Context: an optimization exercise on an open-source flow, tuned for small area and a short achievable clock period. The choices shown serve that exercise and are no tape-out recipe.
Where RTL was checked, it was by simulation tests only, not by an equivalence proof against the original.
No functional check of the RTL was part of run 1.

==> flow/design.v, too long to show whole: its modules and the start of the top module <==
// module tv80_reg: 41 lines
// module tv80_alu: 361 lines
// module tv80_mcode: 2148 lines
// module tv80_core: 1311 lines
// module cpu_z80: 64 lines
module cpu_z80(
	input CLK,
	input nRESET,
	input wire [7:0] DATA_IN,
	output wire [7:0] DATA_OUT,
	output [15:0] ADDRESS,
	output reg nIORQ, nMREQ,
	output reg nRD, nWR,
	input nINT, nNMI
);
  // ...
==> flow/run.sh <==
#!/bin/bash
# synth_recipe.tcl (not shown) runs the flow's synth.tcl, then flattens the netlist and writes it again
# the make line also repeats each setting of config.mk as NAME=value (left out here)
make -C /OpenROAD-flow-scripts/flow DESIGN_CONFIG=/design/flow/config.mk WORK_HOME=/design/flow/orfs CLKGATE_MAP_FILE= SYNTH_SCRIPT=/design/flow/synth_recipe.tcl finish
==> flow/config.mk <==
export PLATFORM = sky130hd
export DESIGN_NAME = cpu_z80
export DESIGN_NICKNAME = cpu_z80
export VERILOG_FILES = /design/flow/design.v
export SDC_FILE = /design/flow/constraint.sdc
export NUM_CORES = 4
export LEC_CHECK = 0
export CAP_MARGIN = 30
export CORE_MARGIN = 2
export CORE_UTILIZATION = 40
export SETUP_SLACK_MARGIN = 5
export SLEW_MARGIN = 30
==> flow/constraint.sdc <==
create_clock -name core_clock -period 11.0 [get_ports {CLK}]
set_input_delay 2.2000 -clock core_clock [delete_from_list [all_inputs] [get_ports {CLK}]]
set_output_delay 2.2000 -clock core_clock [all_outputs]
set_load 0.01 [all_outputs]
==> summary.txt, run 1 <==
* Outcome: complete, no violations
- For this run, design rule violations remaining after detail routing come to 0.
* Share of the synthesized netlist area taken by xor and xnor gates: 0.0237
- MaxCap Viol Count: 0
* Non-clk buf share: 0.0553
* Finish-stage setup viols: 0
- The critical path ends at TV80.dec0_r[28].
* Floorplan row count: between 100 and 150
* Wire length of the first global-routing pass: between 200,000 and 300,000 um
- In this run the critical register-to-register path is captured at TV80.dec0_r[11].
- In this run, the number of DRC markers left after iteration 0 of detailed routing was roughly 6,500.
* Worst-path clk slew: ~0.060 ns
- The share of the Yosys chip area taken by registers is 0.317.
- Registers take between 10,000 and 15,000 um2.
- Worst Path Buf+Inv: 2
- FF+latch count: approximately 440
- Setup slack closes at just under 5 ns.
- Of the total standard cell area in the layout, the sequential portion is 0.279.
- Capture endpoint of the worst hold path: TV80.Fp[7]
* Synth top area cells: sky130_fd_sc_hd__dfrtp_1, sky130_fd_sc_hd__edfxtp_1, sky130_fd_sc_hd__nand2_1
- Startpoint types: primary input
- Stages on worst setup path: 13
- Dividing the final minimum period by the clock period gives 0.556.
- Weighted congestion reported at the end of routability-driven placement: 1.11
- Ranked by total area, the top cell class in this layout is multi-input combinational cells.
- Multi-input gate count: approximately 3,600
* Met2 track demand over resource: 0.585
- met2 is the most crowded layer.
- Delay of the slowest cell on the worst path: roughly 0.67 ns
- The first TritonRoute pass finished after 7 iterations.
- Worst R2R Setup Slack: about 5 ns
- Post-Route Utilization: 0.459
- Count of pins on the block boundary: 40
* Top cells by instance count after synthesis: sky130_fd_sc_hd__nand2_1, sky130_fd_sc_hd__nor2_1, sky130_fd_sc_hd__a21oi_1
==> module tv80_core, before the edit <==
module tv80_core ( 
  m1_n, iorq, no_read, write, rfsh_n, halt_n, busak_n, A, dout, mc,
  ts, intcycle_n, IntE, stop,
  reset_n, clk, cen, wait_n, int_n, nmi_n, busrq_n, dinst, di
  );
  parameter Mode = 0;    
  parameter IOWait = 1;  
  parameter Flag_C = 0;
  parameter Flag_N = 1;
  parameter Flag_P = 2;
  parameter Flag_X = 3;
  parameter Flag_H = 4;
  parameter Flag_Y = 5;
  parameter Flag_Z = 6;
  parameter Flag_S = 7;
  input     reset_n;            
  input     clk;                
  input     cen;                
  input     wait_n;             
  input     int_n;              
  input     nmi_n;              
  input     busrq_n;            
  output    m1_n;               
  output    iorq;               
  output    no_read;            
  output    write;
  output    rfsh_n;
  output    halt_n;
  output    busak_n;
  output [15:0] A;
  input [7:0]   dinst;
  input [7:0]   di;
  output [7:0]  dout;
  output [6:0]  mc;
  output [6:0]  ts;
  output        intcycle_n;     
  output        IntE;           
  output        stop;           
  reg    m1_n;          
  reg    iorq; 
  reg    halt_n;                
  reg    busak_n;               
  reg [15:0] A; 
  reg [7:0]  dout;        
  reg [6:0]  mc;        
  reg [6:0]  ts;        
  reg   intcycle_n;     
  reg   IntE;           
  reg   stop;           
  parameter     aNone    = 3'b111;
  parameter     aBC      = 3'b000;
  parameter     aDE      = 3'b001;
  parameter     aXY      = 3'b010;
  parameter     aIOA     = 3'b100;
  parameter     aSP      = 3'b101;
  parameter     aZI      = 3'b110;
  reg [7:0]     ACC, F;
  reg [7:0]     Ap, Fp;
  reg [7:0]     I;
  reg [15:0]    SP, PC;
  reg [7:0]     RegDIH;
  reg [7:0]     RegDIL;
  wire [15:0]   RegBusA;
  wire [15:0]   RegBusB;
  wire [15:0]   RegBusC;
  reg [2:0]     RegAddrA_r;
  reg [2:0]     RegAddrA;
  reg [2:0]     RegAddrB_r;
  reg [2:0]     RegAddrB;
  reg [2:0]     RegAddrC;
  reg           RegWEH;
  reg           RegWEL;
  reg           Alternate;
  reg [15:0]    TmpAddr;         
  reg [7:0]     IR;              
  reg [1:0]     ISet;            
  reg [15:0]    RegBusA_r;
  reg [15:0]    ID16;
  reg [7:0]     Save_Mux;
  reg [6:0]     tstate;
  reg [6:0]     mcycle;
  reg           last_mcycle, last_tstate;
  reg           IntE_FF1;
  reg           IntE_FF2;
  reg           Halt_FF;
  reg           BusReq_s;
  reg           BusAck;
  reg           ClkEn;
  reg           NMI_s;
  reg           INT_s;
  reg [1:0]     IStatus;
  reg [7:0]     DI_Reg;
  reg           T_Res;
  reg [1:0]     XY_State;
  reg [2:0]     Pre_XY_F_M;
  reg           NextIs_XY_Fetch;
  reg           XY_Ind;
  reg           No_BTR;
  reg           BTR_r;
  reg           Auto_Wait;
  reg           Auto_Wait_t1;
  reg           Auto_Wait_t2;
  reg           IncDecZ;
  reg [7:0]     BusB;
  reg [7:0]     BusA;
  wire [7:0]    ALU_Q;
  wire [7:0]    F_Out;
  reg [4:0]     Read_To_Reg_r;
  reg           Arith16_r;
  reg           Z16_r;
  reg [3:0]     ALU_Op_r;
  reg           Save_ALU_r;
  reg           PreserveC_r;
  reg [2:0]     mcycles;
  wire [2:0]    mcycles_d;
  wire [2:0]    tstates;
  reg           IntCycle;
  reg           NMICycle;
  wire          Inc_PC;
  wire          Inc_WZ;
  wire [3:0]    IncDec_16;
  wire [1:0]    Prefix;
  wire          Read_To_Acc;
  wire          Read_To_Reg;
  wire [3:0]     Set_BusB_To;
  wire [3:0]     Set_BusA_To;
  wire [3:0]     ALU_Op;
  wire           Save_ALU;
  wire           PreserveC;
  wire           Arith16;
  wire [2:0]     Set_Addr_To;
  wire           Jump;
  wire           JumpE;
  wire           JumpXY;
  wire           Call;
  wire           RstP;
  wire           LDZ;
  wire           LDW;
  wire           LDSPHL;
  wire           iorq_i;
  wire [2:0]     Special_LD;
  wire           ExchangeDH;
  wire           ExchangeRp;
  wire           ExchangeAF;
  wire           ExchangeRS;
  wire           I_DJNZ;
  wire           I_CPL;
  wire           I_CCF;
  wire           I_SCF;
  wire           I_RETN;
  wire           I_BT;
  wire           I_BC;
  wire           I_BTR;
  wire           I_RLD;
  wire           I_RRD;
  wire           I_INRC;
  wire           SetDI;
  wire           SetEI;
  wire [1:0]     IMode;
  wire           Halt;
  reg [15:0]     PC16;
  reg [15:0]     SP16, SP16_A;
  reg            Oldnmi_n;
  tv80_alu #(Mode, Flag_C, Flag_N, Flag_P, Flag_X, Flag_H, Flag_Y, Flag_Z, Flag_S) i_alu
    (
     .Arith16              (Arith16_r),
     .Z16                  (Z16_r),
     .ALU_Op               (ALU_Op_r),
     .IR                   (IR[5:0]),
     .ISet                 (ISet),
     .BusA                 (BusA),
     .BusB                 (BusB),
     .F_In                 (F),
     .Q                    (ALU_Q),
     .F_Out                (F_Out)
     );
  function [6:0] number_to_bitvec;
    input [2:0] num;
    begin
      case (num)
        1 : number_to_bitvec = 7'b0000001;
        2 : number_to_bitvec = 7'b0000010;
        3 : number_to_bitvec = 7'b0000100;
        4 : number_to_bitvec = 7'b0001000;
        5 : number_to_bitvec = 7'b0010000;
        6 : number_to_bitvec = 7'b0100000;
        7 : number_to_bitvec = 7'b1000000;
        default : number_to_bitvec = 7'bx;
      endcase  
    end
  endfunction  
  function [2:0] mcyc_to_number;
    input [6:0] mcyc;
    begin
      casez (mcyc)
        7'b1zzzzzz : mcyc_to_number = 3'h7;
        7'b01zzzzz : mcyc_to_number = 3'h6;
        7'b001zzzz : mcyc_to_number = 3'h5;
        7'b0001zzz : mcyc_to_number = 3'h4;
        7'b00001zz : mcyc_to_number = 3'h3;
        7'b000001z : mcyc_to_number = 3'h2;
        7'b0000001 : mcyc_to_number = 3'h1;
        default : mcyc_to_number = 3'h1;
      endcase
    end
  endfunction
  reg [7:0]     IR_n;
  reg [1:0]     ISet_n;
  reg [6:0]     mcycle_n;
  reg           NMICycle_n, IntCycle_n;
  always @*
    begin
      IR_n = IR;
      ISet_n = ISet;
      if (ClkEn)
        begin
          if (mcycle[0] && (tstate[1] | tstate[2] | tstate[3]))
            begin
              if (tstate[2] && wait_n)
                begin
                  if (IntCycle && IStatus == 2'b01)
                    IR_n = 8'b11111111;
                  else if (Halt_FF || (IntCycle && IStatus == 2'b10) || NMICycle)
                    IR_n = 8'b00000000;
                  else
                    IR_n = dinst;
                  ISet_n = 2'b00;
                  if (Prefix != 2'b00 && Prefix != 2'b11)
                    ISet_n = Prefix;
                end
            end
          else
            begin
              if (mcycle[5] && Prefix == 2'b01)
                ISet_n = 2'b01;
              if (tstate[2] && wait_n && ISet == 2'b01 && mcycle[6])
                IR_n = dinst;
            end
        end
    end
  always @*
    begin
      mcycle_n = mcycle;
      NMICycle_n = NMICycle;
      IntCycle_n = IntCycle;
      if (cen && !(BusReq_s && BusAck) && !(tstate[2] && !wait_n) && T_Res && !BusReq_s)
        begin
          if (NextIs_XY_Fetch)
            mcycle_n = 7'b0100000;
          else if ((mcycle[6]) || (mcycle[5] && Mode == 1 && ISet != 2'b01))
            mcycle_n = number_to_bitvec(Pre_XY_F_M + 1);
          else if (last_mcycle || No_BTR || (mcycle[1] && I_DJNZ && IncDecZ))
            begin
              mcycle_n = 7'b0000001;
              IntCycle_n = 1'b0;
              NMICycle_n = 1'b0;
              if (NMI_s && Prefix == 2'b00)
                NMICycle_n = 1'b1;
              else if (IntE_FF1 && INT_s && Prefix == 2'b00 && !SetEI)
                IntCycle_n = 1'b1;
            end
          else
            mcycle_n = { mcycle[5:0], mcycle[6] };
        end
    end
  always @ (posedge clk or negedge reset_n)
    begin
      if (reset_n == 1'b0)
        begin
          IR <= 8'b00000000;
          ISet <= 2'b00;
          mcycle <= 7'b0000001;
          NMICycle <= 1'b0;
          IntCycle <= 1'b0;
        end
      else
        begin
          IR <= IR_n;
          ISet <= ISet_n;
          mcycle <= mcycle_n;
          NMICycle <= NMICycle_n;
          IntCycle <= IntCycle_n;
        end
    end
  wire [67:0]  dec0, dec1;
  reg  [67:0]  dec0_r, dec1_r;
  localparam [67:0] DEC_RST = 68'h30000001c00000018;
  always @ (posedge clk or negedge reset_n)
    begin
      if (reset_n == 1'b0)
        begin
          dec0_r <= DEC_RST;
          dec1_r <= DEC_RST;
        end
      else
        begin
          dec0_r <= dec0;
          dec1_r <= dec1;
        end
    end
  function cc_true;
    input [7:0] FF;
    input [2:0] c;
    begin
      case (c)
        3'b000  : cc_true = FF[6] == 1'b0;  
        3'b001  : cc_true = FF[6] == 1'b1;  
        3'b010  : cc_true = FF[0] == 1'b0;  
        3'b011  : cc_true = FF[0] == 1'b1;  
        3'b100  : cc_true = FF[2] == 1'b0;  
        3'b101  : cc_true = FF[2] == 1'b1;  
        3'b110  : cc_true = FF[7] == 1'b0;  
        default : cc_true = FF[7] == 1'b1;  
      endcase
    end
  endfunction
  wire cc_now = cc_true(F, { IR[5] & ~(IR[7:5] == 3'b001), IR[4:3] });
  wire [67:0]  dec = cc_now ? dec1_r : dec0_r;
  tv80_mcode #(Mode, Flag_C, Flag_N, Flag_P, Flag_X, Flag_H, Flag_Y, Flag_Z, Flag_S) i_mcode0
    (
     .IR(IR_n), .ISet(ISet_n), .MCycle(mcycle_n), .cc(1'b0), .NMICycle(NMICycle_n), .IntCycle(IntCycle_n),
     .MCycles(dec0[67:65]),
     .TStates(dec0[64:62]),
     .Prefix(dec0[61:60]),
     .Inc_PC(dec0[59:59]),
     .Inc_WZ(dec0[58:58]),
     .IncDec_16(dec0[57:54]),
     .Read_To_Acc(dec0[53:53]),
     .Read_To_Reg(dec0[52:52]),
     .Set_BusB_To(dec0[51:48]),
     .Set_BusA_To(dec0[47:44]),
     .ALU_Op(dec0[43:40]),
     .Save_ALU(dec0[39:39]),
     .PreserveC(dec0[38:38]),
     .Arith16(dec0[37:37]),
     .Set_Addr_To(dec0[36:34]),
     .IORQ(dec0[33:33]),
     .Jump(dec0[32:32]),
     .JumpE(dec0[31:31]),
     .JumpXY(dec0[30:30]),
     .Call(dec0[29:29]),
     .RstP(dec0[28:28]),
     .LDZ(dec0[27:27]),
     .LDW(dec0[26:26]),
     .LDSPHL(dec0[25:25]),
     .Special_LD(dec0[24:22]),
     .ExchangeDH(dec0[21:21]),
     .ExchangeRp(dec0[20:20]),
     .ExchangeAF(dec0[19:19]),
     .ExchangeRS(dec0[18:18]),
     .I_DJNZ(dec0[17:17]),
     .I_CPL(dec0[16:16]),
     .I_CCF(dec0[15:15]),
     .I_SCF(dec0[14:14]),
     .I_RETN(dec0[13:13]),
     .I_BT(dec0[12:12]),
     .I_BC(dec0[11:11]),
     .I_BTR(dec0[10:10]),
     .I_RLD(dec0[9:9]),
     .I_RRD(dec0[8:8]),
     .I_INRC(dec0[7:7]),
     .SetDI(dec0[6:6]),
     .SetEI(dec0[5:5]),
     .IMode(dec0[4:3]),
     .Halt(dec0[2:2]),
     .NoRead(dec0[1:1]),
     .Write(dec0[0:0])
    );
  tv80_mcode #(Mode, Flag_C, Flag_N, Flag_P, Flag_X, Flag_H, Flag_Y, Flag_Z, Flag_S) i_mcode1
    (
     .IR(IR_n), .ISet(ISet_n), .MCycle(mcycle_n), .cc(1'b1), .NMICycle(NMICycle_n), .IntCycle(IntCycle_n),
     .MCycles(dec1[67:65]),
     .TStates(dec1[64:62]),
     .Prefix(dec1[61:60]),
     .Inc_PC(dec1[59:59]),
     .Inc_WZ(dec1[58:58]),
     .IncDec_16(dec1[57:54]),
     .Read_To_Acc(dec1[53:53]),
     .Read_To_Reg(dec1[52:52]),
     .Set_BusB_To(dec1[51:48]),
     .Set_BusA_To(dec1[47:44]),
     .ALU_Op(dec1[43:40]),
     .Save_ALU(dec1[39:39]),
     .PreserveC(dec1[38:38]),
     .Arith16(dec1[37:37]),
     .Set_Addr_To(dec1[36:34]),
     .IORQ(dec1[33:33]),
     .Jump(dec1[32:32]),
     .JumpE(dec1[31:31]),
     .JumpXY(dec1[30:30]),
     .Call(dec1[29:29]),
     .RstP(dec1[28:28]),
     .LDZ(dec1[27:27]),
     .LDW(dec1[26:26]),
     .LDSPHL(dec1[25:25]),
     .Special_LD(dec1[24:22]),
     .ExchangeDH(dec1[21:21]),
     .ExchangeRp(dec1[20:20]),
     .ExchangeAF(dec1[19:19]),
     .ExchangeRS(dec1[18:18]),
     .I_DJNZ(dec1[17:17]),
     .I_CPL(dec1[16:16]),
     .I_CCF(dec1[15:15]),
     .I_SCF(dec1[14:14]),
     .I_RETN(dec1[13:13]),
     .I_BT(dec1[12:12]),
     .I_BC(dec1[11:11]),
     .I_BTR(dec1[10:10]),
     .I_RLD(dec1[9:9]),
     .I_RRD(dec1[8:8]),
     .I_INRC(dec1[7:7]),
     .SetDI(dec1[6:6]),
     .SetEI(dec1[5:5]),
     .IMode(dec1[4:3]),
     .Halt(dec1[2:2]),
     .NoRead(dec1[1:1]),
     .Write(dec1[0:0])
    );
  assign {mcycles_d, tstates, Prefix, Inc_PC, Inc_WZ, IncDec_16, Read_To_Acc, Read_To_Reg, Set_BusB_To, Set_BusA_To, ALU_Op, Save_ALU, PreserveC, Arith16, Set_Addr_To, iorq_i, Jump, JumpE, JumpXY, Call, RstP, LDZ, LDW, LDSPHL, Special_LD, ExchangeDH, ExchangeRp, ExchangeAF, ExchangeRS, I_DJNZ, I_CPL, I_CCF, I_SCF, I_RETN, I_BT, I_BC, I_BTR, I_RLD, I_RRD, I_INRC, SetDI, SetEI, IMode, Halt, no_read, write} = dec;
  always @( mcycle or mcycles or tstate or tstates)
    begin
      case (mcycles)
        1 : last_mcycle = mcycle[0];
        2 : last_mcycle = mcycle[1];
        3 : last_mcycle = mcycle[2];
        4 : last_mcycle = mcycle[3];
        5 : last_mcycle = mcycle[4];
        6 : last_mcycle = mcycle[5];
        7 : last_mcycle = mcycle[6];
        default : last_mcycle = 1'bx;
      endcase  
      case (tstates)
        0 : last_tstate = tstate[0];
        1 : last_tstate = tstate[1];
        2 : last_tstate = tstate[2];
        3 : last_tstate = tstate[3];
        4 : last_tstate = tstate[4];
        5 : last_tstate = tstate[5];
        6 : last_tstate = tstate[6];
        default : last_tstate = 1'bx;
      endcase
    end  
  always @( ALU_Q or BusAck or BusB or DI_Reg
	   or ExchangeRp or IR or Save_ALU_r or Set_Addr_To or XY_Ind
	   or XY_State or cen or last_tstate or mcycle)
    begin
      ClkEn = cen && ~ BusAck;
      if (last_tstate)
        T_Res = 1'b1;
      else T_Res = 1'b0;
      if (XY_State != 2'b00 && XY_Ind == 1'b0 &&
          ((Set_Addr_To == aXY) ||
           (mcycle[0] && IR == 8'b11001011) ||
           (mcycle[0] && IR == 8'b00110110)))
        NextIs_XY_Fetch = 1'b1;
      else 
        NextIs_XY_Fetch = 1'b0;
      if (ExchangeRp)
        Save_Mux = BusB;
      else if (!Save_ALU_r)
        Save_Mux = DI_Reg;
      else
        Save_Mux = ALU_Q;
    end  
  always @ (posedge clk or negedge reset_n)
    begin
      if (reset_n == 1'b0 ) 
        begin
          PC <= 0;   
          A <= 0;
          TmpAddr <= 0;
          XY_State <= 2'b00;
          IStatus <= 2'b00;
          mcycles <= 3'b000;
          dout <= 8'b00000000;
          ACC <= 8'hFF;
          F <= 8'hFF;
          Ap <= 8'hFF;
          Fp <= 8'hFF;
          I <= 0;
          SP <= 16'hFFFF;
          Alternate <= 1'b0;
          Read_To_Reg_r <= 5'b00000;
          Arith16_r <= 1'b0;
          BTR_r <= 1'b0;
          Z16_r <= 1'b0;
          ALU_Op_r <= 4'b0000;
          Save_ALU_r <= 1'b0;
          PreserveC_r <= 1'b0;
          XY_Ind <= 1'b0;
        end 
      else 
        begin
          if (ClkEn == 1'b1 ) 
            begin
              ALU_Op_r <= 4'b0000;
              Save_ALU_r <= 1'b0;
              Read_To_Reg_r <= 5'b00000;
              mcycles <= mcycles_d;
              if (IMode != 2'b11 ) 
                begin
                  IStatus <= IMode;
                end
              Arith16_r <= Arith16;
              PreserveC_r <= PreserveC;
              if (ISet == 2'b10 && ALU_Op[2] == 1'b0 && ALU_Op[0] == 1'b1 && mcycle[2] ) 
                begin
                  Z16_r <= 1'b1;
                end 
              else 
                begin
                  Z16_r <= 1'b0;
                end
              if (mcycle[0] && (tstate[1] | tstate[2] | tstate[3] )) 
                begin
                  if (tstate[2] && wait_n == 1'b1 ) 
                    begin
                      if (Jump == 1'b0 && Call == 1'b0 && NMICycle == 1'b0 && IntCycle == 1'b0 && ~ (Halt_FF == 1'b1 || Halt == 1'b1) ) 
                        begin
                          PC <= PC16;
                        end
                      if (IntCycle == 1'b1 && IStatus == 2'b01 ) 
                        begin
                        end 
                      else if (Halt_FF == 1'b1 || (IntCycle == 1'b1 && IStatus == 2'b10) || NMICycle == 1'b1 ) 
                        begin
			  TmpAddr[7:0] <= dinst;  
                        end 
                      if (Prefix != 2'b00 ) 
                        begin
                          if (Prefix == 2'b11 ) 
                            begin
                              if (IR[5] == 1'b1 ) 
                                begin
                                  XY_State <= 2'b10;
                                end 
                              else 
                                begin
                                  XY_State <= 2'b01;
                                end
                            end 
                          else 
                            begin
                              if (Prefix == 2'b10 ) 
                                begin
                                  XY_State <= 2'b00;
                                  XY_Ind <= 1'b0;
                                end
                            end
                        end 
                      else 
                        begin
                          XY_State <= 2'b00;
                          XY_Ind <= 1'b0;
                        end
                    end  
                end 
              else 
                begin
                  if (mcycle[5] ) 
                    begin
                      XY_Ind <= 1'b1;
                    end
                  if (T_Res == 1'b1 ) 
                    begin
                      BTR_r <= (I_BT || I_BC || I_BTR) && ~ No_BTR;
                      if (Jump == 1'b1 ) 
                        begin
                          A[15:8] <= DI_Reg;
                          A[7:0] <= TmpAddr[7:0];
                          PC[15:8] <= DI_Reg;
                          PC[7:0] <= TmpAddr[7:0];
                        end 
                      else if (JumpXY == 1'b1 ) 
                        begin
                          A <= RegBusC;
                          PC <= RegBusC;
                        end else if (Call == 1'b1 || RstP == 1'b1 ) 
                          begin
                            A <= TmpAddr;
                            PC <= TmpAddr;
                          end 
                        else if (last_mcycle && NMICycle == 1'b1 ) 
                          begin
                            A <= 16'b0000000001100110;
                            PC <= 16'b0000000001100110;
                          end 
                        else if (mcycle[2] && IntCycle == 1'b1 && IStatus == 2'b10 ) 
                          begin
                            A[15:8] <= I;
                            A[7:0] <= TmpAddr[7:0];
                            PC[15:8] <= I;
                            PC[7:0] <= TmpAddr[7:0];
                          end 
                        else 
                          begin
                            case (Set_Addr_To)
                              aXY :
                                begin
                                  if (XY_State == 2'b00 ) 
                                    begin
                                      A <= RegBusC;
                                    end 
                                  else 
                                    begin
                                      if (NextIs_XY_Fetch == 1'b1 )
                                        begin
                                          A <= PC;
                                        end 
                                      else 
                                        begin
                                          A <= TmpAddr;
                                        end
                                    end  
                                end  
                              aIOA :
                                begin
                                  if (Mode == 3 ) 
                                    begin
                                      A[15:8] <= 8'hFF;
                                    end 
                                  else if (Mode == 2 ) 
                                    begin
                                      A[15:8] <= DI_Reg;
                                    end 
                                  else 
                                    begin
                                      A[15:8] <= ACC;
                                    end
                                  A[7:0] <= DI_Reg;
                                end  
                              aSP :
                                begin
                                  A <= SP;
                                end
                              aBC :
                                begin
                                  if (Mode == 3 && iorq_i == 1'b1 ) 
                                    begin
                                      A[15:8] <= 8'hFF;
                                      A[7:0] <= RegBusC[7:0];
                                    end 
                                  else 
                                    begin
                                      A <= RegBusC;
                                    end
                                end  
                              aDE :
                                begin
                                  A <= RegBusC;
                                end
                              aZI :
                                begin                                  
                                  if (Inc_WZ == 1'b1 ) 
                                    begin
                                      A <= incdec16(TmpAddr, 1'b0);
                                    end 
                                  else 
                                    begin
                                      A[15:8] <= DI_Reg;
                                      A[7:0] <= TmpAddr[7:0];
                                    end
                                end  
                              default   :
                                begin                                    
                                  A <= PC;
                                end
                            endcase  
                          end  
                      Save_ALU_r <= Save_ALU;
                      ALU_Op_r <= ALU_Op;
                      if (I_CPL == 1'b1 ) 
                        begin
                          ACC <= ~ ACC;
                          F[Flag_Y] <= ~ ACC[5];
                          F[Flag_H] <= 1'b1;
                          F[Flag_X] <= ~ ACC[3];
                          F[Flag_N] <= 1'b1;
                        end
                      if (I_CCF == 1'b1 ) 
                        begin
                          F[Flag_C] <= ~ F[Flag_C];
                          F[Flag_Y] <= ACC[5];
                          F[Flag_H] <= F[Flag_C];
                          F[Flag_X] <= ACC[3];
                          F[Flag_N] <= 1'b0;
                        end
                      if (I_SCF == 1'b1 ) 
                        begin
                          F[Flag_C] <= 1'b1;
                          F[Flag_Y] <= ACC[5];
                          F[Flag_H] <= 1'b0;
                          F[Flag_X] <= ACC[3];
                          F[Flag_N] <= 1'b0;
                        end
                    end  
                  if (tstate[2] && wait_n == 1'b1 ) 
                    begin
                      if (JumpE == 1'b1 ) 
                        begin
                          PC <= PC16;
                        end 
                      else if (Inc_PC == 1'b1 ) 
                        begin
                          PC <= PC16;
                        end
                      if (BTR_r == 1'b1 ) 
                        begin
                          PC <= PC16;
                        end
                      if (RstP == 1'b1 ) 
                        begin
                          TmpAddr <= { 10'h0, IR[5:3], 3'h0 };
                        end
                    end
                  if (tstate[3] && mcycle[5] ) 
                    begin
                      TmpAddr <= SP16;
                    end
                  if ((tstate[2] && wait_n == 1'b1) || (tstate[4] && mcycle[0]) ) 
                    begin
                      if (IncDec_16[2:0] == 3'b111 ) 
                        begin
                          SP <= SP16;
                        end
                    end
                  if (LDSPHL == 1'b1 ) 
                    begin
                      SP <= RegBusC;
                    end
                  if (ExchangeAF == 1'b1 ) 
                    begin
                      Ap <= ACC;
                      ACC <= Ap;
                      Fp <= F;
                      F <= Fp;
                    end
                  if (ExchangeRS == 1'b1 ) 
                    begin
                      Alternate <= ~ Alternate;
                    end
                end  
              if (tstate[3] ) 
                begin
                  if (LDZ == 1'b1 ) 
                    begin
                      TmpAddr[7:0] <= DI_Reg;
                    end
                  if (LDW == 1'b1 ) 
                    begin
                      TmpAddr[15:8] <= DI_Reg;
                    end
                  if (Special_LD[2] == 1'b1 ) 
                    begin
                      case (Special_LD[1:0])
                        2'b00 :
                          begin
                            ACC <= I;
                            F[Flag_P] <= IntE_FF2;
			    F[Flag_Z] <= (I == 0);
			    F[Flag_S] <= I[7];
			    F[Flag_H] <= 0;
			    F[Flag_N] <= 0; 
                          end
                        2'b01 :
                          begin
                            ACC <= 0;
                            F[Flag_P] <= IntE_FF2;
			    F[Flag_Z] <= (I == 0);
			    F[Flag_S] <= I[7];
			    F[Flag_H] <= 0;
			    F[Flag_N] <= 0; 
                          end
                        2'b10 :
                          I <= ACC;
                        default : ;
                      endcase
                    end
                end  
              if ((I_DJNZ == 1'b0 && Save_ALU_r == 1'b1) || ALU_Op_r == 4'b1001 ) 
                begin
                  if (Mode == 3 ) 
                    begin
                      F[6] <= F_Out[6];
                      F[5] <= F_Out[5];
                      F[7] <= F_Out[7];
                      if (PreserveC_r == 1'b0 ) 
                        begin
                          F[4] <= F_Out[4];
                        end
                    end 
                  else 
                    begin
                      F[7:1] <= F_Out[7:1];
                      if (PreserveC_r == 1'b0 ) 
                        begin
                          F[Flag_C] <= F_Out[0];
                        end
                    end
                end  
              if (T_Res == 1'b1 && I_INRC == 1'b1 ) 
                begin
                  F[Flag_H] <= 1'b0;
                  F[Flag_N] <= 1'b0;
                  if (DI_Reg[7:0] == 8'b00000000 ) 
                    begin
                      F[Flag_Z] <= 1'b1;
                    end 
                  else 
                    begin
                      F[Flag_Z] <= 1'b0;
                    end
                  F[Flag_S] <= DI_Reg[7];
                  F[Flag_P] <= ~ (^DI_Reg[7:0]);
                end  
              if (tstate[1] && Auto_Wait_t1 == 1'b0 ) 
                begin
                  dout <= BusB;
                  if (I_RLD == 1'b1 ) 
                    begin
                      dout[3:0] <= BusA[3:0];
                      dout[7:4] <= BusB[3:0];
                    end
                  if (I_RRD == 1'b1 ) 
                    begin
                      dout[3:0] <= BusB[7:4];
                      dout[7:4] <= BusA[3:0];
                    end
                end
              if (T_Res == 1'b1 ) 
                begin
                  Read_To_Reg_r[3:0] <= Set_BusA_To;
                  Read_To_Reg_r[4] <= Read_To_Reg;
                  if (Read_To_Acc == 1'b1 ) 
                    begin
                      Read_To_Reg_r[3:0] <= 4'b0111;
                      Read_To_Reg_r[4] <= 1'b1;
                    end
                end
              if (tstate[1] && I_BT == 1'b1 ) 
                begin
                  F[Flag_X] <= ALU_Q[3];
                  F[Flag_Y] <= ALU_Q[1];
                  F[Flag_H] <= 1'b0;
                  F[Flag_N] <= 1'b0;
                end
              if (I_BC == 1'b1 || I_BT == 1'b1 ) 
                begin
                  F[Flag_P] <= IncDecZ;
                end
              if ((tstate[1] && Save_ALU_r == 1'b0 && Auto_Wait_t1 == 1'b0) ||
                  (Save_ALU_r == 1'b1 && ALU_Op_r != 4'b0111) ) 
                begin
                  case (Read_To_Reg_r)
                    5'b10111 :
                      ACC <= Save_Mux;
                    5'b10110 :
                      dout <= Save_Mux;
                    5'b11000 :
                      SP[7:0] <= Save_Mux;
                    5'b11001 :
                      SP[15:8] <= Save_Mux;
                    5'b11011 :
                      F <= Save_Mux;
                    default : ;
                  endcase
                end  
            end  
        end  
    end
  always @ (posedge clk)
    begin
      if (ClkEn == 1'b1 ) 
        begin
          RegAddrA_r <=  { Alternate, Set_BusA_To[2:1] };
          if (XY_Ind == 1'b0 && XY_State != 2'b00 && Set_BusA_To[2:1] == 2'b10 ) 
            begin
              RegAddrA_r <= { XY_State[1],  2'b11 };
            end
          RegAddrB_r <= { Alternate, Set_BusB_To[2:1] };
          if (XY_Ind == 1'b0 && XY_State != 2'b00 && Set_BusB_To[2:1] == 2'b10 ) 
            begin
              RegAddrB_r <= { XY_State[1],  2'b11 };
            end
          RegAddrC <= { Alternate,  Set_Addr_To[1:0] };
          if ((JumpXY == 1'b1 || LDSPHL == 1'b1) ) 
            begin
              RegAddrC <= { Alternate, 2'b10 };
            end
          if (((JumpXY == 1'b1 || LDSPHL == 1'b1) && XY_State != 2'b00) || (mcycle[5]) ) 
            begin
              RegAddrC <= { XY_State[1],  2'b11 };
            end
          if (I_DJNZ == 1'b1 && Save_ALU_r == 1'b1 && Mode < 2 ) 
            begin
              IncDecZ <= F_Out[Flag_Z];
            end
          if ((tstate[2] || (tstate[3] && mcycle[0])) && IncDec_16[2:0] == 3'b100 ) 
            begin
              if (ID16 == 0 ) 
                begin
                  IncDecZ <= 1'b0;
                end 
              else 
                begin
                  IncDecZ <= 1'b1;
                end
            end
          RegBusA_r <= RegBusA;
        end
    end  
  always @( Alternate or ExchangeDH or IncDec_16
	   or RegAddrA_r or RegAddrB_r or XY_State or mcycle or tstate)
    begin
      if ((tstate[2] || (tstate[3] && mcycle[0] && IncDec_16[2] == 1'b1)) && XY_State == 2'b00)
        RegAddrA = { Alternate, IncDec_16[1:0] };
      else if ((tstate[2] || (tstate[3] && mcycle[0] && IncDec_16[2] == 1'b1)) && IncDec_16[1:0] == 2'b10)
        RegAddrA = { XY_State[1], 2'b11 };
      else if (ExchangeDH == 1'b1 && tstate[3])
        RegAddrA = { Alternate, 2'b10 };
      else if (ExchangeDH == 1'b1 && tstate[4])
        RegAddrA = { Alternate, 2'b01 };
      else
        RegAddrA = RegAddrA_r;
      if (ExchangeDH == 1'b1 && tstate[3])
        RegAddrB = { Alternate, 2'b01 };
      else
        RegAddrB = RegAddrB_r;
    end  
  always @( ALU_Op_r or Auto_Wait_t1 or ExchangeDH
	   or IncDec_16 or Read_To_Reg_r or Save_ALU_r or mcycle
	   or tstate or wait_n)
    begin
      RegWEH = 1'b0;
      RegWEL = 1'b0;
      if ((tstate[1] && ~Save_ALU_r && ~Auto_Wait_t1) ||
          (Save_ALU_r && (ALU_Op_r != 4'b0111)) ) 
        begin
          case (Read_To_Reg_r)
            5'b10000 , 5'b10001 , 5'b10010 , 5'b10011 , 5'b10100 , 5'b10101 :
              begin
                RegWEH = ~ Read_To_Reg_r[0];
                RegWEL = Read_To_Reg_r[0];
              end  
            default : ;
          endcase  
        end  
      if (ExchangeDH && (tstate[3] || tstate[4]) ) 
        begin
          RegWEH = 1'b1;
          RegWEL = 1'b1;
        end
      if (IncDec_16[2] && ((tstate[2] && wait_n && ~mcycle[0]) || (tstate[3] && mcycle[0])) ) 
        begin
          case (IncDec_16[1:0])
            2'b00 , 2'b01 , 2'b10 :
              begin
                RegWEH = 1'b1;
                RegWEL = 1'b1;
              end  
            default : ;
          endcase
        end
    end  
  always @( ExchangeDH or ID16 or IncDec_16 or RegBusA_r
	   or RegBusB or Save_Mux or mcycle or tstate)
    begin
      RegDIH = Save_Mux;
      RegDIL = Save_Mux;
      if (ExchangeDH == 1'b1 && tstate[3] ) 
        begin
          RegDIH = RegBusB[15:8];
          RegDIL = RegBusB[7:0];
        end
      else if (ExchangeDH == 1'b1 && tstate[4] ) 
        begin
          RegDIH = RegBusA_r[15:8];
          RegDIL = RegBusA_r[7:0];
        end
      else if (IncDec_16[2] == 1'b1 && ((tstate[2] && ~mcycle[0]) || (tstate[3] && mcycle[0])) ) 
        begin
          RegDIH = ID16[15:8];
          RegDIL = ID16[7:0];
        end
    end
  tv80_reg i_reg
    (
     .clk                  (clk),
     .CEN                  (ClkEn),
     .WEH                  (RegWEH),
     .WEL                  (RegWEL),
     .AddrA                (RegAddrA),
     .AddrB                (RegAddrB),
     .AddrC                (RegAddrC),
     .DIH                  (RegDIH),
     .DIL                  (RegDIL),
     .DOAH                 (RegBusA[15:8]),
     .DOAL                 (RegBusA[7:0]),
     .DOBH                 (RegBusB[15:8]),
     .DOBL                 (RegBusB[7:0]),
     .DOCH                 (RegBusC[15:8]),
     .DOCL                 (RegBusC[7:0])
     );
  always @ (posedge clk)
    begin
      if (ClkEn == 1'b1 ) 
        begin
          case (Set_BusB_To)
            4'b0111 :
              BusB <= ACC;
            4'b0000 , 4'b0001 , 4'b0010 , 4'b0011 , 4'b0100 , 4'b0101 :
              begin
                if (Set_BusB_To[0] == 1'b1 ) 
                  begin
                    BusB <= RegBusB[7:0];
                  end 
                else 
                  begin
                    BusB <= RegBusB[15:8];
                  end
              end
            4'b0110 :
              BusB <= DI_Reg;
            4'b1000 :
              BusB <= SP[7:0];
            4'b1001 :
              BusB <= SP[15:8];
            4'b1010 :
              BusB <= 8'b00000001;
            4'b1011 :
              BusB <= F;
            4'b1100 :
              BusB <= PC[7:0];
            4'b1101 :
              BusB <= PC[15:8];
            4'b1110 :
              BusB <= 8'b00000000;
            default :
              BusB <= 8'h0;
          endcase
          case (Set_BusA_To)
            4'b0111 :
              BusA <= ACC;
            4'b0000 , 4'b0001 , 4'b0010 , 4'b0011 , 4'b0100 , 4'b0101 :
              begin
                if (Set_BusA_To[0] == 1'b1 )
                  begin
                    BusA <= RegBusA[7:0];
                  end 
                else 
                  begin
                    BusA <= RegBusA[15:8];
                  end
              end
            4'b0110 :
              BusA <= DI_Reg;
            4'b1000 :
              BusA <= SP[7:0];
            4'b1001 :
              BusA <= SP[15:8];
            4'b1010 :
              BusA <= 8'b00000000;
            default :
              BusA <=  8'h0;
          endcase
        end
    end
  assign rfsh_n = 1'b1;
  always @( BusAck or Halt_FF or I_DJNZ or IntCycle
	   or IntE_FF1 or di or iorq_i or mcycle or tstate)
    begin
      mc = mcycle;
      ts = tstate;
      DI_Reg = di;
      halt_n = ~ Halt_FF;
      busak_n = ~ BusAck;
      intcycle_n = ~ IntCycle;
      IntE = IntE_FF1;
      iorq = iorq_i;
      stop = I_DJNZ;
    end
  always @ (posedge clk or negedge reset_n)
    begin : sync_inputs
      if (~reset_n) 
        begin
          BusReq_s <= 1'b0;
          INT_s <= 1'b0;
          NMI_s <= 1'b0;
          Oldnmi_n <= 1'b0;
        end 
      else
        begin
          if (cen == 1'b1 ) 
            begin
              BusReq_s <= ~ busrq_n;
              INT_s <= ~ int_n;
              if (NMICycle == 1'b1 ) 
                begin
                  NMI_s <= 1'b0;
                end 
              else if (nmi_n == 1'b0 && Oldnmi_n == 1'b1 ) 
                begin
                  NMI_s <= 1'b1;
                end
              Oldnmi_n <= nmi_n;
            end
        end
    end
  always @ (posedge clk or negedge reset_n)
    begin
      if (reset_n == 1'b0 ) 
        begin
          tstate <= 7'b0000001;
          Pre_XY_F_M <= 3'b000;
          Halt_FF <= 1'b0;
          BusAck <= 1'b0;
          IntE_FF1 <= 1'b0;
          IntE_FF2 <= 1'b0;
          No_BTR <= 1'b0;
          Auto_Wait_t1 <= 1'b0;
          Auto_Wait_t2 <= 1'b0;
          m1_n <= 1'b1;
        end 
      else
        begin
          if (cen == 1'b1 ) 
            begin
              if (T_Res == 1'b1 ) 
                begin
                  Auto_Wait_t1 <= 1'b0;
                end 
              else 
                begin
		  Auto_Wait_t1 <= Auto_Wait || (iorq_i & ~Auto_Wait_t2);
                end
              Auto_Wait_t2 <= Auto_Wait_t1 & !T_Res;
              No_BTR <= (I_BT && (~ IR[4] || ~ F[Flag_P])) ||
                        (I_BC && (~ IR[4] || F[Flag_Z] || ~ F[Flag_P])) ||
                        (I_BTR && (~ IR[4] || F[Flag_Z]));
              if (tstate[2] ) 
                begin
                  if (SetEI == 1'b1 ) 
                    begin
                      if (!NMICycle)
                        IntE_FF1 <= 1'b1;
                      IntE_FF2 <= 1'b1;
                    end
                  if (I_RETN == 1'b1 ) 
                    begin
                      IntE_FF1 <= IntE_FF2;
                    end
                end
              if (tstate[3] ) 
                begin
                  if (SetDI == 1'b1 ) 
                    begin
                      IntE_FF1 <= 1'b0;
                      IntE_FF2 <= 1'b0;
                    end
                end
              if (IntCycle == 1'b1 || NMICycle == 1'b1 ) 
                begin
                  Halt_FF <= 1'b0;
                end
              if (mcycle[0] && tstate[2] && wait_n == 1'b1 ) 
                begin
                  m1_n <= 1'b1;
                end
              if (BusReq_s == 1'b1 && BusAck == 1'b1 ) 
                begin
                end 
              else 
                begin
                  BusAck <= 1'b0;
                  if (tstate[2] && wait_n == 1'b0 ) 
                    begin
                    end 
                  else if (T_Res == 1'b1 ) 
                    begin
                      if (Halt == 1'b1 ) 
                        begin
                          Halt_FF <= 1'b1;
                        end
                      if (BusReq_s == 1'b1 ) 
                        begin
                          BusAck <= 1'b1;
                        end 
                      else 
                        begin
                          tstate <= 7'b0000010;
                          if (NextIs_XY_Fetch == 1'b1 ) 
                            begin
                              Pre_XY_F_M <= mcyc_to_number(mcycle);
                              if (IR == 8'b00110110 && Mode == 0 ) 
                                begin
                                  Pre_XY_F_M <= 3'b010;
                                end
                            end 
                          else if ((mcycle[6]) || (mcycle[5] && Mode == 1 && ISet != 2'b01) ) 
                            begin
                            end 
                          else if ((last_mcycle) ||
                                   No_BTR == 1'b1 ||
                                   (mcycle[1] && I_DJNZ == 1'b1 && IncDecZ == 1'b1) ) 
                            begin
                              m1_n <= 1'b0;
                              if (NMI_s == 1'b1 && Prefix == 2'b00 ) 
                                begin
                                  IntE_FF1 <= 1'b0;
                                end 
                              else if ((IntE_FF1 == 1'b1 && INT_s == 1'b1) && Prefix == 2'b00 && SetEI == 1'b0 ) 
                                begin
                                  IntE_FF1 <= 1'b0;
                                  IntE_FF2 <= 1'b0;
                                end
                            end 
                        end
                    end 
                  else 
                    begin    
                      if ( ~(Auto_Wait == 1'b1 && Auto_Wait_t2 == 1'b0) &&
                           ~(IOWait == 1 && iorq_i == 1'b1 && Auto_Wait_t1 == 1'b0) ) 
                        begin
                          tstate <= { tstate[5:0], tstate[6] };
                        end
                    end
                end
              if (tstate[0]) 
                begin
                  m1_n <= 1'b0;
                end
            end
        end
    end
  function [7:0] adj8;
    input [7:0] x;
    input       c;
    input       s;
    reg [7:0]   t, m;
    integer     i;
    begin
      t = s ? ~x : x;
      m[0] = 1'b1;
      for (i = 1; i < 8; i = i + 1)
        m[i] = m[i-1] & t[i-1];
      adj8 = (c ^ s) ? (x ^ m) : x;
    end
  endfunction
  function [15:0] incdec16;
    input [15:0] x;
    input        d;
    reg [15:0]   t, m;
    integer      i;
    begin
      t = d ? ~x : x;
      m[0] = 1'b1;
      for (i = 1; i < 16; i = i + 1)
        m[i] = m[i-1] & t[i-1];
      incdec16 = x ^ m;
    end
  endfunction
  reg [7:0] PC16_BL, SP16_BL;
  reg       PC16_S, SP16_S;
  reg [8:0] PC16_L, SP16_L;
  always @*
    begin
      if (JumpE == 1'b1 )
        begin
          PC16_BL = DI_Reg;
          PC16_S = DI_Reg[7];
        end
      else if (BTR_r == 1'b1 )
        begin
          PC16_BL = 8'hFE;
          PC16_S = 1'b1;
        end
      else
        begin
          PC16_BL = 8'h01;
          PC16_S = 1'b0;
        end
      if (tstate[3])
        begin
          SP16_A = RegBusC;
          SP16_BL = DI_Reg;
          SP16_S = DI_Reg[7];
        end
      else
        begin
          SP16_A = SP;
          SP16_BL = IncDec_16[3] ? 8'hFF : 8'h01;
          SP16_S = IncDec_16[3];
        end
      ID16 = incdec16(RegBusA, IncDec_16[3]);
      PC16_L = PC[7:0] + PC16_BL;
      PC16 = { adj8(PC[15:8], PC16_L[8], PC16_S), PC16_L[7:0] };
      SP16_L = SP16_A[7:0] + SP16_BL;
      SP16 = { adj8(SP16_A[15:8], SP16_L[8], SP16_S), SP16_L[7:0] };
    end
  always @( IntCycle or NMICycle or mcycle)
    begin
      Auto_Wait = 1'b0;
      if (IntCycle == 1'b1 || NMICycle == 1'b1 ) 
        begin
          if (mcycle[0] ) 
            begin
              Auto_Wait = 1'b1;
            end
        end
    end  
endmodule  
==> inputs of run 2 (changes only) <==
--- a/flow/design.v
+++ b/flow/design.v
@@ -2864,7 +2864,25 @@
       endcase
     end
   endfunction
-  wire cc_now = cc_true(F, { IR[5] & ~(IR[7:5] == 3'b001), IR[4:3] });
+  wire [2:0] csel_n = { IR_n[5] & ~(IR_n[7:5] == 3'b001), IR_n[4:3] };
+  reg  [3:0] cflag_r;
+  reg        cpol_r;
+  always @ (posedge clk or negedge reset_n)
+    begin
+      if (reset_n == 1'b0)
+        begin
+          cflag_r <= 4'b0001;
+          cpol_r <= 1'b0;
+        end
+      else
+        begin
+          cflag_r <= { csel_n[2:1] == 2'b11, csel_n[2:1] == 2'b10,
+                       csel_n[2:1] == 2'b01, csel_n[2:1] == 2'b00 };
+          cpol_r <= csel_n[0];
+        end
+    end
+  wire cc_now = ~(cpol_r ^ ((cflag_r[0] & F[Flag_Z]) | (cflag_r[1] & F[Flag_C]) |
+                            (cflag_r[2] & F[Flag_P]) | (cflag_r[3] & F[Flag_S])));
   wire [67:0]  dec = cc_now ? dec1_r : dec0_r;
   tv80_mcode #(Mode, Flag_C, Flag_N, Flag_P, Flag_X, Flag_H, Flag_Y, Flag_Z, Flag_S) i_mcode0
     (
==> run 2 against run 1 <==
Critical path depth rose by 5. Highest routed layer unchanged. Critical path type unchanged. Critical endpoint is now TV80.dec0_r[65]. Hold slack got worse by 0.077 ns. Routed wire length fell by 7.6%. Die area fell by 3.3%.
==> summary.txt, run 2 <==
- The kind of critical path was primary input to flip-flop (unchanged).
- The met3 routing resource usage after global routing came to 0.0912 (was 0.104).
- Yosys warning total: 5 (unchanged)
* Count of pins on the block boundary: 40 (unchanged)
- The maximum number of buffers from clock root to sink is 3 (unchanged).
- The number of global-route vias before repair came to 34,400 (was 37,500).
- Max-Slew Margin vs Limit: 0.288 (was 0.167)
* Max reg flops: 68 (unchanged)
* CTS tree: yes (unchanged)
- The number of pins with negative max-slew slack in the final report was 0 (unchanged).
- The initial core utilization is 0.404 (was 0.403).
- Synthesized netlist net count: 4,362 (was 4,572)
- Sum Neg Setup Slack: 0 ns (unchanged)
- Post-synth EDFFs: 129 (unchanged)
- The iteration count of the initial detailed-routing pass is 6 (was 7).
- Largest registers: TV80.dec1_r: 68 flops, TV80.i_reg.RegsH: 64 flops, TV80.i_reg.RegsL: 64 flops (was TV80.dec0_r: 68 flops, TV80.i_reg.RegsH: 64 flops, TV80.i_reg.RegsL: 64 flops).
* Aggregate global routing overflow: 0 (unchanged)
- MaxCap Viol Count: 0 (unchanged)
* Weighted congestion reported at the end of routability-driven placement: 1.04 (was 1.11)
- The initial DRC count is 5,894 (was 6,510).
- The number of clock buffers inserted by TritonCTS was 52 (was 53).
- The count of buffers inserted at the top-level ports is 39 (unchanged).
- Total global routing track utilization: 0.391 (was 0.406)
- The initial antenna violation count was 7 (unchanged).
* Post-synthesis cell type count: 115 (unchanged)
- Crit Reg-Reg Endpoint: TV80.dec1_r[0] (was TV80.dec0_r[11])
- Die footprint: 89,900 um2 (was 93,000 um2)
* Unrepaired setup endpoints after global routing: yes (unchanged)
* Capture point of the critical path: TV80.dec0_r[65] (was TV80.dec0_r[28])
- Outcome: complete, no violations (unchanged).
- Post-synthesis sequential area ratio: 0.331 (was 0.317)
- Top cells by instance count after synthesis: sky130_fd_sc_hd__nand2_1, sky130_fd_sc_hd__nor2_1, sky130_fd_sc_hd__a21oi_1 (unchanged).
* Worst R2R Setup Slack: 5.09 ns (was 5.02 ns)
* Number of sinks handled by clock tree synthesis: 445 (was 441)
- The async set-or-reset flop fraction in the synthesized netlist was 0.591 (was 0.587).
- The data required time at the worst endpoint is 11.51 ns (was 11.52 ns).
- The hold-fix buffer count after cts was 0 (unchanged).
* Share of Yosys cell area claimed by the top area cell type: 0.143 (was 0.136)
- Top flip-flop cell by instance count after synthesis: sky130_fd_sc_hd__dfrtp_1 (unchanged)
* Cell family contributing the most delay on the critical path: simple AND/OR/NAND/NOR gates (unchanged)
* Wire length of the first global-routing pass: 258,000 um (was 277,000 um)
- The commonest non-fill, non-tap cell in the layout is sky130_fd_sc_hd__nand2_1 (unchanged).
- The clock latency of the later-clocked register in the worst-skew pair is 0.66 ns (was 0.64 ns).
- Most frequently used cell type in the post-synthesis netlist: sky130_fd_sc_hd__nand2_1 (unchanged)
* Dpl hpwl: 133,000 um (was 142,000 um)
- The total DRC errors in the routed layout is 0 (unchanged).
- The final number of setup-violating endpoints came to 0 (unchanged).
* Final antenna diode count: 0 (was 2)
- Floorplan row count: 108 (was 110)
* Worst-path clk slew: 0.06 ns (about the same)
- Cell-by-cell listing of the critical path: clkdlybuf4s50_1 > or3b_2 > a21oi_1 > o21ai_0 > a21o_1 > buf_4 > inv_1 > buf_6 > nand2_4 > nor2_1 > buf_4 > nand2_1 > nand2_1 > nor2_1 > o2111a_1 > nand3_1 > nor4_1 > o21ai_0 (was clkdlybuf4s50_1 > inv_1 > mux2i_1 > nor3_1 > a31oi_1 > or2_2 > o21ai_0 > o21ai_0 > nand2_1 > nand4b_1 > nor3_1 > nand4_1 > nor4_1).
* Setup crit start: DATA_IN[5] (was DATA_IN[3])
- The die height was 300 um (was 305 um).
* Stages on worst setup path: 18 (was 13)
* Post-DRT Antenna Nets: 0 (unchanged)
- Startpoint types: primary input (unchanged)
* Cell count after synthesis: 4,262 (was 4,472)
- Number of cell instances on the worst register-to-register path: 17 (was 16)
- Synth top area cells: sky130_fd_sc_hd__dfrtp_1, sky130_fd_sc_hd__edfxtp_1, sky130_fd_sc_hd__a21oi_1 (was sky130_fd_sc_hd__dfrtp_1, sky130_fd_sc_hd__edfxtp_1, sky130_fd_sc_hd__nand2_1)
- Maximum number of pins on one net before global-route repair: 76 (was 160)
- Per-cell via count in the routed design: 7.01 (was 7.09)
- Startpoint of the worst hold path: TV80.dec1_r[37] (was TV80.Fp[7])
- Kind of capture point of the worst setup path: flip-flop (unchanged)
* Fraction of final layout cells sized beyond drive strength 1: 0.133 (was 0.150)
- The total length of routed wires came to 181,000 um (was 196,000 um).
- The total count of hold-check failures in the final report was 0 (unchanged).
- The number of vias after detailed routing was 37,600 (was 40,200).
- The final critical path time including I/O delays and setup came to 6.05 ns (was 6.12 ns).
- Top library cells by usage in the layout, fill and taps aside: sky130_fd_sc_hd__nand2_1, sky130_fd_sc_hd__nor2_1, sky130_fd_sc_hd__a21oi_1 (unchanged).
* Critical R2R Launch: TV80.F[0] (was TV80.IR[4])
- The maximum net fanout on the critical path came to 31 (was 7).
- Filler-free cell count of the finished design: 5,368 (was 5,667)
- The number of H-tree branching levels came to 2 (unchanged).
* Global-route track usage on met1: 0.534 (was 0.523)
- Register with the highest flop count: TV80.dec1_r (was TV80.dec0_r)
* Post-synthesis average cell area: 8.22 um2 (was 8.11 um2)
- The biggest cell delay along the critical path is 0.59 ns (was 0.67 ns).
* Width of the die: 300 um (was 305 um)
- The cell type with the largest total area after synthesis is sky130_fd_sc_hd__dfrtp_1 (unchanged).
* Maximum frequency from static timing analysis: 165 MHz (was 163 MHz)
* Worst clock skew: 0.0650 ns (was 0.0224 ns)
- Worst Path Buf+Inv: 5 (was 2)
- The post-synthesis sequential element count was 445 (was 441).
- Arrival time at the worst endpoint: 6.57 ns (was 6.63 ns)
- The routed wire length per instance came to 33.7 um (was 34.6 um).
- Standard cell core area: 86,800 um2 (was 89,900 um2)
- The transition time at the pin with the least slew margin is 1.05 ns (was 1.21 ns).
- Worst min-delay path category: flip-flop to flip-flop (unchanged)
- Clock Root Buffer: sky130_fd_sc_hd__clkbuf_16 (unchanged)
- The post-synthesis to final-layout area growth came to 11.3% (was 13.8%).
* Most utilized layer in the global route result: met2 (unchanged)
- Slowest cell on crit path: sky130_fd_sc_hd__nor4_1 (was sky130_fd_sc_hd__nor3_1)
- The mapped cell area was 35,000 um2 (was 36,200 um2).
* Met2 track demand over resource: 0.561 (was 0.585)
- Total instance count after detailed placement: 5,256 (was 5,511)
- The count of nets after finishing was 4,269 (was 4,544).
- Share of the cycle needed by the critical path after routing: 0.550 (was 0.556)
run 2: worst min path at each step:
| stage | end | cells after the start | slack (ns) |
|---|---|---|---|
| global placement | TV80.PreserveC_r | 0 | 0.37 |
| global route | TV80.Arith16_r | 0 | 0.38 |
| floorplan | TV80.Arith16_r | 1 | 0.40 |
| finish | TV80.Arith16_r | 0 | 0.38 |
| CTS | TV80.Arith16_r | 0 | 0.38 |
| detailed placement | TV80.Arith16_r | 0 | 0.36 |
run 2: metrics by stage:
stage	utilization	setup WS, ns	hold WS, ns	instance area, um2
CTS	0.446	4.95	0.376	38700
detailed placement	0.423	3.29	0.360	36700
global route	0.449	4.95	0.383	39000
global placement	0.422	3.36	0.370	36600
floorplan	-	5.28	0.405	35000
finish	0.449	4.95	0.380	39000
run 2: kinds of logic after synthesis:
group	share of synthesized area
AOI/OAI and AO/OA	0.289
and+or+nand+nor	0.185
DFF	0.331
buffers and inverters	0.0498
muxes	0.0897
xor gates and xnor gates	0.0230
adders and majority gates	0.0323
run 2: repair_timing:
item                                   4_1_cts  5_1_grt
setup endpoints to repair                   99      115
endpoints found under the hold margin        0        0
setup buffers                                7        5
pin swaps                                    6        8
gates resized for setup                     48       63
cloned                                       0        1
run 2: final cells by class:
class	instances	area, um2
Multi-Input combinational cell	3376	22200
Inverter	108	424
Fill cell	8617	47800
Timing Repair Buffer	186	1560
Tap cell	1155	1450
Sequential cell	445	11600
Clock buffer	73	1440
Clock inverter	25	269
run 2: worst reg2reg max path, stage by stage, from the launching register on:
cell and delay [ns]:
sky130_fd_sc_hd__dfstp_2 0.36, sky130_fd_sc_hd__buf_4 0.23, sky130_fd_sc_hd__a22o_4 0.30, sky130_fd_sc_hd__or3_1 0.47
sky130_fd_sc_hd__nand2_4 0.33, sky130_fd_sc_hd__mux2i_1 0.67, sky130_fd_sc_hd__a2bb2oi_1 0.38, sky130_fd_sc_hd__o21a_2 0.17
sky130_fd_sc_hd__buf_6 0.36, sky130_fd_sc_hd__mux2i_4 0.31, sky130_fd_sc_hd__buf_6 0.39, sky130_fd_sc_hd__inv_1 0.11
sky130_fd_sc_hd__buf_4 0.30, sky130_fd_sc_hd__nor2_4 0.45, sky130_fd_sc_hd__a21oi_1 0.15, sky130_fd_sc_hd__o32ai_1 0.48
sky130_fd_sc_hd__a211oi_2 0.17, sky130_fd_sc_hd__o221ai_1 0.23
run 2: per-layer routing:
| metal | up-vias | share of wire |
|---|---|---|
| met5 | - | 0.00022 |
| met4 | 6 | 0.076 |
| met3 | 662 | 0.12 |
| met2 | 2789 | 0.41 |
| met1 | 18300 | 0.39 |
| li1 | 15900 | - |

what the ideal ports hide:
In the flow no input, the clock included, has a driving cell. The finished layouts below were timed again as built, in two steps.
Step 1 (the two cells are an assumption about what drives the block):
set clk [get_ports {CLK}]
set_driving_cell -lib_cell sky130_fd_sc_hd__clkbuf_16 $clk
set_driving_cell -lib_cell sky130_fd_sc_hd__buf_2 [delete_from_list [all_inputs] $clk]
Step 2 moves the port delays by t, midway between the first and last clock arrival at a register: inputs arrive t later, outputs are due t later. That takes back most of the time a late clock gives input paths.
Slacks: ideal / step 1 / step 2; pairs: ideal / step 1.
run | t, ns | setup slack, ns | worst setup path at the end | latest minus earliest clock arrival (ns) | cell pins on the clock port's net
run 1 | 0.704 | 4.882 / 4.929 / 4.225 | input to register | 0.023 / 0.023 | 1
run 2 | 0.694 | 4.946 / 4.984 / 4.291 | input to register | 0.065 / 0.065 | 1
After both steps every run listed still meets setup and hold. For run 1, which loses most, drivers alone change the setup slack by +0.047 ns; drivers and shift together by -0.657 ns.
